Context: an optimization exercise on an open-source flow, tuned for small area. The choices shown serve that exercise and are no tape-out recipe. Only simulation tests tie the RTL to the original design; equivalence was not proved. No activity file was given, so power comes from the tool's default toggle rates.

==> flow/design.v <==
module btn_debounce (
    input  clk,
    input  reset,
    input  i_tick,
    input  i_btn,
    output o_new
);
    reg [3:0] q;
    reg g;
    always @(*) begin
        case (q)
            4'b0011, 4'b1101: g = 1'b0;
            default:          g = 1'b1;
        endcase
    end
    always @(posedge clk, posedge reset) begin
        if (reset)
            q <= 4'b0000;
        else if (i_tick)
            q <= i_btn ? {q[2:0], g} : 4'b0000;
    end
    assign o_new = (q == 4'b0111);
endmodule
module top_stopwatch(
    input clk,
    input reset,
    input i_btn_run,
    input i_btn_clear,
    input [1:0] i_btn_add,
    input [1:0] i_sw_mode,
    output [3:0] fnd_comm,
    output [7:0] fnd_font,
    output [3:0] led
    );
    reg       started;
    reg [3:0] wt_ms1, wt_ms10;
    reg       wt_c1;                        
    wire ms99 = wt_ms10[3] & wt_ms10[0] & wt_ms1[3] & wt_ms1[0];
    always @(posedge clk, posedge reset) begin
        if (reset) begin
            started <= 1'b0;
            wt_ms1  <= 4'd0;
            wt_ms10 <= 4'd0;
            wt_c1   <= 1'b0;
        end else begin
            started <= 1'b1;
            wt_c1   <= ms99;
            if (started) begin
                if (wt_ms1 == 4'd9) begin
                    wt_ms1  <= 4'd0;
                    wt_ms10 <= (wt_ms10 == 4'd9) ? 4'd0 : wt_ms10 + 4'd1;
                end else
                    wt_ms1 <= wt_ms1 + 4'd1;
            end
        end
    end
    wire new_run, new_clear, new_add0, new_add1;
    btn_debounce U_Btn_RUN  (.clk(clk), .reset(reset), .i_tick(ms99), .i_btn(i_btn_run),    .o_new(new_run));
    btn_debounce U_Btn_CLEAR(.clk(clk), .reset(reset), .i_tick(ms99), .i_btn(i_btn_clear),  .o_new(new_clear));
    btn_debounce U_Btn_ADD0 (.clk(clk), .reset(reset), .i_tick(ms99), .i_btn(i_btn_add[0]), .o_new(new_add0));
    btn_debounce U_Btn_ADD1 (.clk(clk), .reset(reset), .i_tick(ms99), .i_btn(i_btn_add[1]), .o_new(new_add1));
    wire p_run   = new_run   & wt_c1;
    wire p_clear = new_clear & wt_c1;
    reg st_run, st_clr, run_d;
    always @(posedge clk, posedge reset) begin
        if (reset) begin
            st_run <= 1'b0;
            st_clr <= 1'b0;
            run_d  <= 1'b0;
        end else begin
            run_d <= st_run;
            if (!i_sw_mode[1]) begin
                st_run <= st_run ? !p_run : (!st_clr & p_run);
                st_clr <= !st_run & !st_clr & !p_run & p_clear;
            end
        end
    end
    reg [3:0] sw_ms1, sw_ms10, sw_s1, sw_m1, sw_h1;
    reg [2:0] sw_s10, sw_m10;
    reg [1:0] sw_h10;
    reg       sw_c1, sw_c2, sw_c3;
    wire sw_ms_last = (sw_ms10 == 4'd9) & (sw_ms1 == 4'd9);
    wire sw_s_last  = (sw_s10 == 3'd5) & (sw_s1 == 4'd9);
    wire sw_m_last  = (sw_m10 == 3'd5) & (sw_m1 == 4'd9);
    wire sw_h_last  = (sw_h10 == 2'd2) & (sw_h1 == 4'd3);
    always @(posedge clk, posedge reset) begin
        if (reset) begin
            sw_ms1 <= 0; sw_ms10 <= 0; sw_s1 <= 0; sw_s10 <= 0;
            sw_m1 <= 0; sw_m10 <= 0; sw_h1 <= 0; sw_h10 <= 0;
            sw_c1 <= 0; sw_c2 <= 0; sw_c3 <= 0;
        end else begin
            sw_c1 <= run_d & sw_ms_last;
            sw_c2 <= sw_c1 & sw_s_last;
            sw_c3 <= sw_c2 & sw_m_last;
            if (st_clr) begin
                sw_ms1 <= 0; sw_ms10 <= 0; sw_s1 <= 0; sw_s10 <= 0;
                sw_m1 <= 0; sw_m10 <= 0; sw_h1 <= 0; sw_h10 <= 0;
            end else begin
                if (run_d) begin
                    if (sw_ms1 == 4'd9) begin
                        sw_ms1  <= 0;
                        sw_ms10 <= (sw_ms10 == 4'd9) ? 4'd0 : sw_ms10 + 4'd1;
                    end else
                        sw_ms1 <= sw_ms1 + 4'd1;
                end
                if (sw_c1) begin
                    if (sw_s1 == 4'd9) begin
                        sw_s1  <= 0;
                        sw_s10 <= (sw_s10 == 3'd5) ? 3'd0 : sw_s10 + 3'd1;
                    end else
                        sw_s1 <= sw_s1 + 4'd1;
                end
                if (sw_c2) begin
                    if (sw_m1 == 4'd9) begin
                        sw_m1  <= 0;
                        sw_m10 <= (sw_m10 == 3'd5) ? 3'd0 : sw_m10 + 3'd1;
                    end else
                        sw_m1 <= sw_m1 + 4'd1;
                end
                if (sw_c3) begin
                    if (sw_h_last) begin
                        sw_h1 <= 0; sw_h10 <= 0;
                    end else if (sw_h1 == 4'd9) begin
                        sw_h1  <= 0;
                        sw_h10 <= sw_h10 + 2'd1;
                    end else
                        sw_h1 <= sw_h1 + 4'd1;
                end
            end
        end
    end
    reg       add_win;                      
    reg [3:0] wt_s1, wt_m1, wt_h1;
    reg [2:0] wt_s10, wt_m10;
    reg [1:0] wt_h10;
    reg       wt_c2, wt_c3;
    wire wt_s_inc = wt_c1 | (add_win & new_add0);
    wire wt_m_inc = wt_c2 | (add_win & new_add1);
    wire wt_h_inc = wt_c3 | (add_win & new_clear);
    wire wt_s_last = (wt_s10 == 3'd5) & (wt_s1 == 4'd9);
    wire wt_m_last = (wt_m10 == 3'd5) & (wt_m1 == 4'd9);
    always @(posedge clk, posedge reset) begin
        if (reset) begin
            add_win <= 0;
            wt_s1 <= 0; wt_s10 <= 0; wt_m1 <= 0; wt_m10 <= 0;
            wt_h1 <= 4'd2; wt_h10 <= 2'd1;
            wt_c2 <= 0; wt_c3 <= 0;
        end else begin
            add_win <= wt_c1 & i_sw_mode[1];
            wt_c2 <= wt_s_inc & wt_s_last;
            wt_c3 <= wt_m_inc & wt_m_last;
            if (wt_s_inc) begin
                if (wt_s1 == 4'd9) begin
                    wt_s1  <= 0;
                    wt_s10 <= (wt_s10 == 3'd5) ? 3'd0 : wt_s10 + 3'd1;
                end else
                    wt_s1 <= wt_s1 + 4'd1;
            end
            if (wt_m_inc) begin
                if (wt_m1 == 4'd9) begin
                    wt_m1  <= 0;
                    wt_m10 <= (wt_m10 == 3'd5) ? 3'd0 : wt_m10 + 3'd1;
                end else
                    wt_m1 <= wt_m1 + 4'd1;
            end
            if (wt_h_inc) begin
                if (wt_h10 == 2'd0 && wt_h1 == 4'd3) begin
                    wt_h1 <= 4'd2; wt_h10 <= 2'd1;
                end else if (wt_h10 == 2'd3 && wt_h1 == 4'd1) begin
                    wt_h1 <= 4'd0; wt_h10 <= 2'd0;
                end else if (wt_h1 == 4'd9) begin
                    wt_h1  <= 0;
                    wt_h10 <= wt_h10 + 2'd1;
                end else
                    wt_h1 <= wt_h1 + 4'd1;
            end
        end
    end
    reg [2:0] sel;
    wire scan_tick = wt_ms1[0] & (wt_ms1[1] ^ wt_ms10[0]);
    always @(posedge clk, posedge reset) begin
        if (reset)
            sel <= 3'd0;
        else if (scan_tick)
            sel <= sel + 3'd1;
    end
    assign fnd_comm = ~(4'b0001 << sel[1:0]);
    wire [3:0] ms10 = i_sw_mode[1] ? wt_ms10 : sw_ms10;
    reg  [3:0] digit;
    always @(*) begin
        case ({i_sw_mode[1], i_sw_mode[0], sel[1:0]})
            4'b0000: digit = sw_ms1;
            4'b0001: digit = sw_ms10;
            4'b0010: digit = sw_s1;
            4'b0011: digit = {1'b0, sw_s10};
            4'b0100: digit = sw_m1;
            4'b0101: digit = {1'b0, sw_m10};
            4'b0110: digit = sw_h1;
            4'b0111: digit = {2'b00, sw_h10};
            4'b1000: digit = wt_ms1;
            4'b1001: digit = wt_ms10;
            4'b1010: digit = wt_s1;
            4'b1011: digit = {1'b0, wt_s10};
            4'b1100: digit = wt_m1;
            4'b1101: digit = {1'b0, wt_m10};
            4'b1110: digit = wt_h1;
            default: digit = {2'b00, wt_h10};
        endcase
    end
    reg [7:0] seg;
    always @(*) begin
        case (digit)
            4'd0: seg = 8'hC0;
            4'd1: seg = 8'hF9;
            4'd2: seg = 8'hA4;
            4'd3: seg = 8'hB0;
            4'd4: seg = 8'h99;
            4'd5: seg = 8'h92;
            4'd6: seg = 8'h82;
            4'd7: seg = 8'hF8;
            4'd8: seg = 8'h80;
            default: seg = 8'h90;
        endcase
    end
    wire dot = (sel[1:0] == 2'b10) & ~ms10[3] & ~(ms10[2] & (ms10[1] | ms10[0]));
    assign fnd_font = sel[2] ? {~dot, 7'h7F} : seg;
    assign led = 4'b0001 << i_sw_mode;
endmodule
==> flow/run.sh <==
#!/bin/bash
# synth_recipe.tcl (not shown) runs the flow's synth.tcl, then flattens the netlist and writes it again
# the make line also repeats each setting of config.mk as NAME=value (left out here)
make -C /OpenROAD-flow-scripts/flow DESIGN_CONFIG=/design/flow/config.mk WORK_HOME=/design/flow/orfs CLKGATE_MAP_FILE= SYNTH_SCRIPT=/design/flow/synth_recipe.tcl finish
==> flow/config.mk <==
export PLATFORM = sky130hd
export DESIGN_NAME = top_stopwatch
export DESIGN_NICKNAME = top_stopwatch
export VERILOG_FILES = /design/flow/design.v
export SDC_FILE = /design/flow/constraint.sdc
export NUM_CORES = 4
export LEC_CHECK = 0
export CAP_MARGIN = 20
export CORE_MARGIN = 2
export CORE_UTILIZATION = 60
export CTS_BUF_LIST = sky130_fd_sc_hd__clkbuf_4 sky130_fd_sc_hd__clkbuf_8
export CTS_CLUSTER_SIZE = 12
export SLEW_MARGIN = 20
==> flow/constraint.sdc <==
create_clock -name core_clock -period 12.0 [get_ports {clk}]
set_input_delay 2.4000 -clock core_clock [delete_from_list [all_inputs] [get_ports {clk}]]
set_output_delay 2.4000 -clock core_clock [all_outputs]
set_load 0.01 [all_outputs]
==> out/metrics.csv, run 1 <==
metric,value,unit
status,finished clean,
I/O pins,24,
Reg2Reg Depth,5,
critical path peak fanout,26,
min Tclk post-route,8.30,ns
Vias,3966,
Remaining DRCs,0,
clk sinks,86,
dominant cells by area after synthesis,"dfrtp_1 (43%), nand2_1 (6.8%), ha_1 (5.9%)",
Async SR Flop Fraction,1.00,
clock slew at reported path FFs,0.09,ns
largest net degree at the start of global routing,87,
initial antenna violation count,0,
port buffer count,23,
TritonCTS clock tree,built,
Worst Hold Endpoint,run_d$_DFF_PP0_,
first-pass GRT wire length,18000,um
fillers,644,
Post-Layout Cell Count,674,
ys flop type,dfrtp_1,
final worst path period share,0.692,
Crit path largest cell delay,1.08,ns
Peak VDD IR,0.127,mV
layout cells sized above 1,0.0647,
Buf/Inv on CP,2,
HPWL after DPL,7650,um
crit end category,output pin,
grt ovf,0,
CTS root buffer,clkbuf_8,
Yosys warning count,2,
H-Tree Level Count,3,
flip-flop and latch area,2150,um2
CP top delay family,buffers and inverters,
Setup TNS Final,0,ns
Hold Path Depth,0,
Die ar.,8920,um2
"commonest non-fill, non-tap cell in the layout",nand2_1,
Worst EP arrival,5.90,ns
Rel. slew slack,0.355,
Power Total,0.000833,W
reg2reg end,sw_h10[0]$_DFFE_PP0P_,
worst-case clock buffer depth,2,
later-pin clock latency in the skew report,0.35,ns
DRT antenna net count,0,
total track usage,0.261,
r2r setup slk,9.99,ns
Post-Syn Area,4910,um2
Setup CP Type,in -> out,
register bit total from synthesis,86,
RSZ-0062 raised after global routing,false,
Syn Area/Cell,8.95,um2
final hold violation count,0,
postcts setup bufs,0,
most frequent CP cell,clkdlybuf4s50_1,
DRT Wirelength,10700,um
worst hold start,st_run$_DFFE_PP0N_,
max frequency,121,MHz
Post-synth EDFFs,0,
drt initial violations,229,
Cell Rows,32,
Syn Nets,579,
hold buffer count at CTS,0,
vias in the first global route,3668,
"Distinct cells, synth",63,
WP data required,9.60,ns
global placement routability congestion,0.837,
worst hold path type,reg -> reg,
ANT cells,0,
reg-to-reg critical path startpoint,st_clr$_DFFE_PP0N_,
DIE HEIGHT,94.4,um
Final Max Slew Viols,0,
initial core utilization,0.628,
Pre-Repair DR Iteration Count,5,
DP Cell Count,657,
die width,94.4,um
area of the core,7810,um2
number of setup violations in the final report,0,
top cell type's share of synthesized area,0.428,
Yosys top cell by area,dfrtp_1,
CP cell instances,clkdlybuf4s50_1 > mux2_4 > a22oi_2 > a21oi_2 > a2111oi_4 > ha_1 > and2_1 > o31ai_1 > clkdlybuf4s50_1,
Pleak,2.50,nW
maxcap violations,0,
routed vias/inst,5.88,
Multi-input gate area,2530,um2
post-cts sizing count,0,
wire per inst,15.9,um
Worst path slowest cell,clkdlybuf4s50_1,
"commonest non-fill, non-tap cells in the layout","nand2_1 (89), dfrtp_1 (84), o21ai_0 (49)",
Clock Skew,0.00890,ns
area delta synth->final,10.2,%
Tightest Pin Transition,0.968,ns
TritonCTS Buffers,9,
PwrDens,154,nW/um2
Synth Instances,548,
startpoint type of the worst setup path,input port,
sequential area share after synthesis,0.439,
nets,598,
[where the power goes]
part | switching [W] | internal [W] | total [W]
sequential | 0.0000474 | 0.000319 | 0.000367
combinational | 0.000142 | 0.000113 | 0.000255
clock | 0.000108 | 0.000103 | 0.000211
total | 0.000298 | 0.000536 | 0.000833
[logic make-up after synthesis]
group,synth area share
buffers and inverters,0.0449
AND/OR/NAND/NOR,0.225
other,0.000764
XOR/XNOR,0.0268
AO/OA/AOI/OAI,0.178
adder cells (fa/ha/maj),0.0587
flip-flops,0.439
multiplexers,0.0268
[per-stage QoR]
step	util	instance area (um2)	setup WS, ns	hold slack (ns)
after global routing	0.692	5400	3.56	0.471
after detailed placement	0.663	5180	3.74	0.419
after floorplan	-	4910	5.41	0.383
after global placement	0.663	5180	3.75	0.411
after CTS	0.690	5390	3.70	0.450
final	0.692	5400	3.70	0.447
[sequential cells by signal, indices dropped and copies added, names as in the netlist, 2 cells and up]
signal,cells
U_Btn_ADD0.q,4
sw_m10,3
wt_h1,4
U_Btn_ADD1.q,4
wt_ms1,4
wt_m1,4
sw_h1,4
U_Btn_RUN.q,4
wt_m10,3
sw_m1,4
sw_ms10,4
sw_ms1,4
sw_s10,3
wt_ms10,4
wt_s1,4
sw_s1,4
sel,3
wt_h10,2
wt_s10,3
sw_h10,2
U_Btn_CLEAR.q,4
[how the worst max path moves through the flow]
stage | start | endpoint | slack (ns) | cells past startpoint
floorplan | i_sw_mode[0] | fnd_font[3] | 5.41 | 8
global placement | i_sw_mode[0] | fnd_font[3] | 3.75 | 9
detailed placement | i_sw_mode[0] | fnd_font[3] | 3.74 | 9
CTS | i_sw_mode[0] | fnd_font[3] | 3.70 | 9
global route | i_sw_mode[0] | fnd_font[3] | 3.56 | 9
finish | i_sw_mode[0] | fnd_font[3] | 3.70 | 9
[synthesized netlist by cell type (6+ instances only)]
cell type and n:
xnor2_1 8, mux2i_1 6, nand3_1 23, nor2_1 36
inv_1 31, clkbuf_1 8, a21o_1 7, nor2b_1 13
nand2b_1 6, o21ai_0 49, nand2_1 89, nor3b_1 9
a22oi_1 9, o31ai_1 7, a21oi_1 36, dfrtp_1 84
ha_1 23, nor3_1 25, xor2_1 7
[area by class of cell]
class / count / share of cell area
Inverter: 32 / 0.0225
Clock inverter: 6 / 0.0125
Sequential cell: 86 / 0.399
Timing Repair Buffer: 26 / 0.0489
Multi-Input combinational cell: 412 / 0.468
Clock buffer: 10 / 0.0255
Tap cell: 102 / 0.0236
[metal layers]
layer  track usage  share of wire  vias to the layer above
li1              -              -                     1956
met1         0.368           0.47                     1909
met2         0.424           0.48                       94
met3        0.0367          0.043                        7
met4        0.0785          0.010                        0
met5             0              0                        -
==> run 2: changes to the inputs <==
--- a/flow/config.mk
+++ b/flow/config.mk
@@ -10,4 +10,5 @@
 export CORE_UTILIZATION = 60
-export CTS_BUF_LIST = sky130_fd_sc_hd__clkbuf_4 sky130_fd_sc_hd__clkbuf_8
-export CTS_CLUSTER_SIZE = 12
+export CTS_BUF_LIST = sky130_fd_sc_hd__clkbuf_8
+export CTS_CLUSTER_DIAMETER = 60
+export CTS_CLUSTER_SIZE = 20
 export SLEW_MARGIN = 20
==> out/metrics.csv, run 2 <==
metric,value,unit
Syn Nets,579,
crit end category,output pin,
CTS root buffer,clkbuf_8,
I/O pins,24,
final hold violation count,0,
Async SR Flop Fraction,1.00,
Final Max Slew Viols,0,
first-pass GRT wire length,18000,um
Synth Instances,548,
worst-case clock buffer depth,2,
Commonest cells post-synth,"nand2_1 (89), dfrtp_1 (84), o21ai_0 (49)",
CP top delay family,buffers and inverters,
HPWL after DPL,7650,um
H-Tree Level Count,3,
WL met2,5130,um
PwrDens,154,nW/um2
Post-Syn Area,4910,um2
TritonCTS clock tree,built,
total track usage,0.261,
final core occ,0.692,
final worst path period share,0.692,
Pre-Repair DR Iteration Count,5,
RSZ-0062 raised after global routing,false,
wire per inst,15.9,um
Yosys top cell by area,dfrtp_1,
nets,598,
DIE HEIGHT,94.4,um
Die ar.,8920,um2
area delta synth->final,10.2,%
final setup margin,3.70,ns
Remaining DRCs,0,
post-cts sizing count,0,
Pleak,2.50,nW
fin area,5400,um2
critical path peak fanout,26,
initial antenna violation count,0,
"Distinct cells, synth",63,
Setup CP Type,in -> out,
CP cell instances,clkdlybuf4s50_1 > mux2_4 > a22oi_2 > a21oi_2 > a2111oi_4 > ha_1 > and2_1 > o31ai_1 > clkdlybuf4s50_1,
DRT antenna net count,0,
ANT cells,0,
DRT met1 WL,5030,um
sequential area share after synthesis,0.439,
Crit path largest cell delay,1.08,ns
top cell type's share of synthesized area,0.428,
Syn Area/Cell,8.95,um2
min Tclk post-route,8.30,ns
Worst path slowest cell,clkdlybuf4s50_1,
Peak VDD IR,0.127,mV
Clock Skew,0.00890,ns
layout cells sized above 1,0.0647,
Tightest Pin Transition,0.968,ns
vias in the first global route,3668,
"commonest non-fill, non-tap cell in the layout",nand2_1,
number of setup violations in the final report,0,
clk sinks,86,
Buf/Inv on CP,2,
highest layer used for signal routing,met4,
drt initial violations,229,
WP data required,9.60,ns
Vias,3966,
startpoint type of the worst setup path,input port,
ys flop type,dfrtp_1,
worst hold path type,reg -> reg,
clock slew at reported path FFs,0.09,ns
Setup TNS Final,0,ns
fillers,644,
max frequency,121,MHz
dpl ws,3.74,ns
hold buffer count at CTS,0,
largest net degree at the start of global routing,87,
register bit total from synthesis,86,
most frequent CP cell,clkdlybuf4s50_1,
placed cell area,5180,um2
postcts setup bufs,0,
DRT Wirelength,10700,um
die width,94.4,um
status,finished clean,
area of the core,7810,um2
global placement routability congestion,0.837,
dominant cells by area after synthesis,"dfrtp_1 (43%), nand2_1 (6.8%), ha_1 (5.9%)",
Rel. slew slack,0.355,
later-pin clock latency in the skew report,0.35,ns
TritonCTS Buffers,9,
grt ovf,0,
Cell Rows,32,
port buffer count,23,
Worst EP arrival,5.90,ns
Post-synth EDFFs,0,
initial core utilization,0.628,
most common cell in the netlist,nand2_1,
maxcap violations,0,
wire length on met3,464,um
Yosys warning count,2,
routed vias/inst,5.88,
"commonest non-fill, non-tap cells in the layout","nand2_1 (89), dfrtp_1 (84), o21ai_0 (49)",
[run 2: cell counts after synthesis]
Identical to the previous run, type by type.
[run 2: layout make-up]
cell class | count | area (um2) | area share
Multi-Input combinational cell | 412 | 2530 | 0.468
Sequential cell | 86 | 2150 | 0.399
Timing Repair Buffer | 26 | 264 | 0.0489
Clock buffer | 10 | 138 | 0.0255
Tap cell | 102 | 128 | 0.0236
Inverter | 32 | 121 | 0.0225
Clock inverter | 6 | 67.6 | 0.0125
[run 2: power breakdown]
part	switching, W	total (W)	internal (W)	leakage (nW)
combinational	0.000142	0.000255	0.000113	1.32
sequential	0.0000474	0.000367	0.000319	1.08
clock	0.000108	0.000211	0.000103	0.0993
total	0.000298	0.000833	0.000536	2.50
[run 2: per-layer routing]
metal	vias up	track usage
li1	1956	-
met3	7	0.0367
met1	1909	0.368
met4	0	0.0785
met2	94	0.424
met5	-	0
[run 2: cell families (layout without fill, tap and decap cells)]
kind of cell,Yosys count,in the layout,synth area share
mux,11,11,0.0268
flops,86,86,0.439
xor+xnor,15,15,0.0268
buf+inv,50,74,0.0449
compound gates,134,134,0.178
fa+ha+maj,23,23,0.0587
other cells,1,1,0.000764
simple gates,228,228,0.225
[run 2: path summary, 6_finish.rpt]
path,end,cells after the start,slack [ns],from
setup / recovery,fnd_font[3],9,3.70,i_sw_mode[0]
hold / removal,run_d$_DFF_PP0_,0,0.45,st_run$_DFFE_PP0N_
setup reg to reg,sw_h10[0]$_DFFE_PP0P_,5,9.99,st_clr$_DFFE_PP0N_
hold reg to reg,run_d$_DFF_PP0_,0,0.45,st_run$_DFFE_PP0N_
max in group asynchronous,sw_ms10[0]$_DFFE_PP0P_,3,8.89,reset
min in group asynchronous,sw_h1[0]$_DFFE_PP0P_,3,2.55,reset
[run 2: per-stage QoR]
stage	total power (W)	hold slack, ns	std cells
2_1_floorplan	0.000524	0.383	548
3_3_place_gp	0.000617	0.411	657
3_5_place_dp	0.000627	0.419	657
4_1_cts	0.000839	0.450	673
5_1_grt	0.000883	0.471	674
6_report	0.000833	0.447	674
==> run 3: changes to the inputs <==
--- a/flow/config.mk
+++ b/flow/config.mk
@@ -9,6 +9,3 @@
 export CORE_MARGIN = 2
-export CORE_UTILIZATION = 60
-export CTS_BUF_LIST = sky130_fd_sc_hd__clkbuf_8
-export CTS_CLUSTER_DIAMETER = 60
-export CTS_CLUSTER_SIZE = 20
+export CORE_UTILIZATION = 40
 export SLEW_MARGIN = 20
==> out/metrics.csv, run 3 <==
metric,value,unit
largest net degree at the start of global routing,67,
Syn Area/Cell,8.95,um2
postcts setup bufs,0,
max frequency,128,MHz
global placement routability congestion,0.827,
status,finished clean,
Async SR Flop Fraction,1.00,
crit end category,output pin,
"Distinct cells, synth",63,
DIE HEIGHT,115,um
Final Max Slew Viols,0,
r2r setup slk,10.06,ns
routed vias/inst,5.53,
Synth Instances,548,
final setup margin,4.18,ns
drt initial violations,190,
grt ovf,0,
area of the core,12000,um2
dpl ws,4.16,ns
CP cell instances,clkdlybuf4s50_1 > buf_4 > mux2_4 > a22oi_2 > a21oi_2 > a2111oi_4 > ha_1 > and2_1 > o31ai_1 > clkdlybuf4s50_1,
I/O pins,24,
layout cells sized above 1,0.0628,
Commonest cells post-synth,"nand2_1 (89), dfrtp_1 (84), o21ai_0 (49)",
Worst path slowest cell,clkdlybuf4s50_1,
critical path peak fanout,26,
Yosys top cell by area,dfrtp_1,
Setup TNS Final,0,ns
Vias,3980,
Tightest Pin Transition,0.958,ns
startpoint type of the worst setup path,input port,
register bit total from synthesis,86,
wire per inst,15.4,um
CP top delay family,buffers and inverters,
initial antenna violation count,0,
RSZ-0062 raised after global routing,false,
DRT antenna net count,0,
Power Total,0.000872,W
first-pass GRT wire length,18600,um
hold buffer count at CTS,0,
HPWL after DPL,8000,um
final core occ,0.460,
later-pin clock latency in the skew report,0.33,ns
area delta synth->final,12.5,%
Peak VDD IR,0.105,mV
"commonest non-fill, non-tap cell in the layout",nand2_1,
Crit path largest cell delay,0.58,ns
clk sinks,86,
sequential area share after synthesis,0.439,
ys flop type,dfrtp_1,
Pre-Repair DR Iteration Count,5,
worst hold path type,reg -> reg,
Cell Rows,40,
final hold violation count,0,
post-cts sizing count,0,
Post-synth EDFFs,0,
clock slew at reported path FFs,0.06,ns
port buffer count,23,
ANT cells,0,
Clock Skew,0.00549,ns
Yosys warning count,2,
die width,115,um
TritonCTS Buffers,9,
final worst path period share,0.652,
vias in the first global route,3782,
most frequent CP cell,clkdlybuf4s50_1,
Pleak,2.53,nW
fillers,1178,
CTS root buffer,clkbuf_16,
min Tclk post-route,7.82,ns
Post-Syn Area,4910,um2
"commonest non-fill, non-tap cells in the layout","nand2_1 (89), dfrtp_1 (84), o21ai_0 (49)",
nets,599,
H-Tree Level Count,3,
Rel. slew slack,0.361,
top cell type's share of synthesized area,0.428,
dominant cells by area after synthesis,"dfrtp_1 (43%), nand2_1 (6.8%), ha_1 (5.9%)",
placed cell area,5240,um2
Setup CP Type,in -> out,
fin area,5520,um2
maxcap violations,0,
DRT Wirelength,11100,um
TritonCTS clock tree,built,
PwrDens,158,nW/um2
most common cell in the netlist,nand2_1,
Die ar.,13200,um2
Remaining DRCs,0,
Syn Nets,579,
Buf/Inv on CP,3,
initial core utilization,0.408,
total track usage,0.179,
Worst EP arrival,5.42,ns
number of setup violations in the final report,0,
worst-case clock buffer depth,2,
WP data required,9.60,ns
-- run 3: cells by family after synthesis --
logic type      after synthesis  synth area share
xor+xnor                     15            0.0268
simple gates                228             0.225
mux                          11            0.0268
fa+ha+maj                    23            0.0587
buf+inv                      50            0.0449
flops                        86             0.439
compound gates              134             0.178
other cells                   1          0.000764
-- run 3: worst register-to-register path: stages (launching register included) --
cell      delay [ns]
dfrtp_1         0.97
nor2_1          0.19
o21ai_0         0.22
nor2b_1         0.29
nand3b_1        0.10
o21ai_0         0.08
-- run 3: final cells by class --
| type | instances | area [um2] | area share |
|---|---|---|---|
| Multi-Input combinational cell | 412 | 2530 | 0.458 |
| Sequential cell | 86 | 2150 | 0.390 |
| Timing Repair Buffer | 27 | 264 | 0.0478 |
| Clock buffer | 11 | 233 | 0.0421 |
| Tap cell | 147 | 184 | 0.0333 |
| Inverter | 32 | 121 | 0.0220 |
| Clock inverter | 5 | 33.8 | 0.00612 |
-- run 3: per-layer routing --
layer / vias to the layer above / global-route usage / wire length (um)
met2: 80 / 0.299 / 5370
li1: 1961 / - / -
met3: 4 / 0.0343 / 476
met4: 0 / 0.0474 / 73
met1: 1935 / 0.240 / 5170
met5: - / 0 / 0
-- run 3: power breakdown --
| part | switching (W) | leakage [nW] | total [W] | internal, W |
|---|---|---|---|---|
| registers | 0.0000471 | 1.08 | 0.000367 | 0.000320 |
| logic | 0.000139 | 1.32 | 0.000252 | 0.000114 |
| clock network | 0.000112 | 0.126 | 0.000252 | 0.000140 |
| total | 0.000298 | 2.53 | 0.000872 | 0.000574 |
-- run 3: final timing paths --
| check | startpoint | to | cells after the start |
|---|---|---|---|
| max in group asynchronous | reset | wt_s1[1]$_DFFE_PP0P_ | 3 |
| min in group asynchronous | reset | sw_h1[3]$_DFFE_PP0P_ | 2 |
| worst max register to register | st_clr$_DFFE_PP0N_ | sw_h10[1]$_DFFE_PP0P_ | 5 |
| worst min register to register | st_run$_DFFE_PP0N_ | run_d$_DFF_PP0_ | 0 |
| worst min-delay path | st_run$_DFFE_PP0N_ | run_d$_DFF_PP0_ | 0 |
| worst max-delay path | i_sw_mode[0] | fnd_font[3] | 10 |
-- run 3: metrics by stage --
step           hold WS, ns  instances
4_1_cts              0.430        719
6_report             0.423        720
2_1_floorplan        0.383        548
5_1_grt              0.465        720
3_5_place_dp         0.414        703
3_3_place_gp         0.400        703

## port drivers added, routing unchanged
Ports are ideal in the flow. The routed layouts listed here were re-timed in OpenROAD.
Step 1 assumes that a clkbuf_16 drives the clock port and a buf_2 every other input.
Step 2 moves the port delays by t, midway between the first and last clock arrival at a register: inputs arrive t later, outputs are due t later. That takes back most of the time a late clock gives input paths.
Slacks: ideal / step 1 / step 2; pairs: ideal / step 1.
| run | t (ns) | slack for setup (ns) | latest minus earliest clock arrival (ns) |
|---|---|---|---|
| run 1 | 0.382 | 3.702 / 3.677 / 3.677 | 0.009 / 0.010 |
| run 2 | 0.382 | 3.702 / 3.677 / 3.677 | 0.009 / 0.010 |
| run 3 | 0.371 | 4.175 / 4.148 / 4.148 | 0.008 / 0.008 |
After both steps every run listed still meets setup and hold. The setup slack of run 3, which loses most, moves by -0.027 ns with the drivers and by -0.027 ns with both steps.
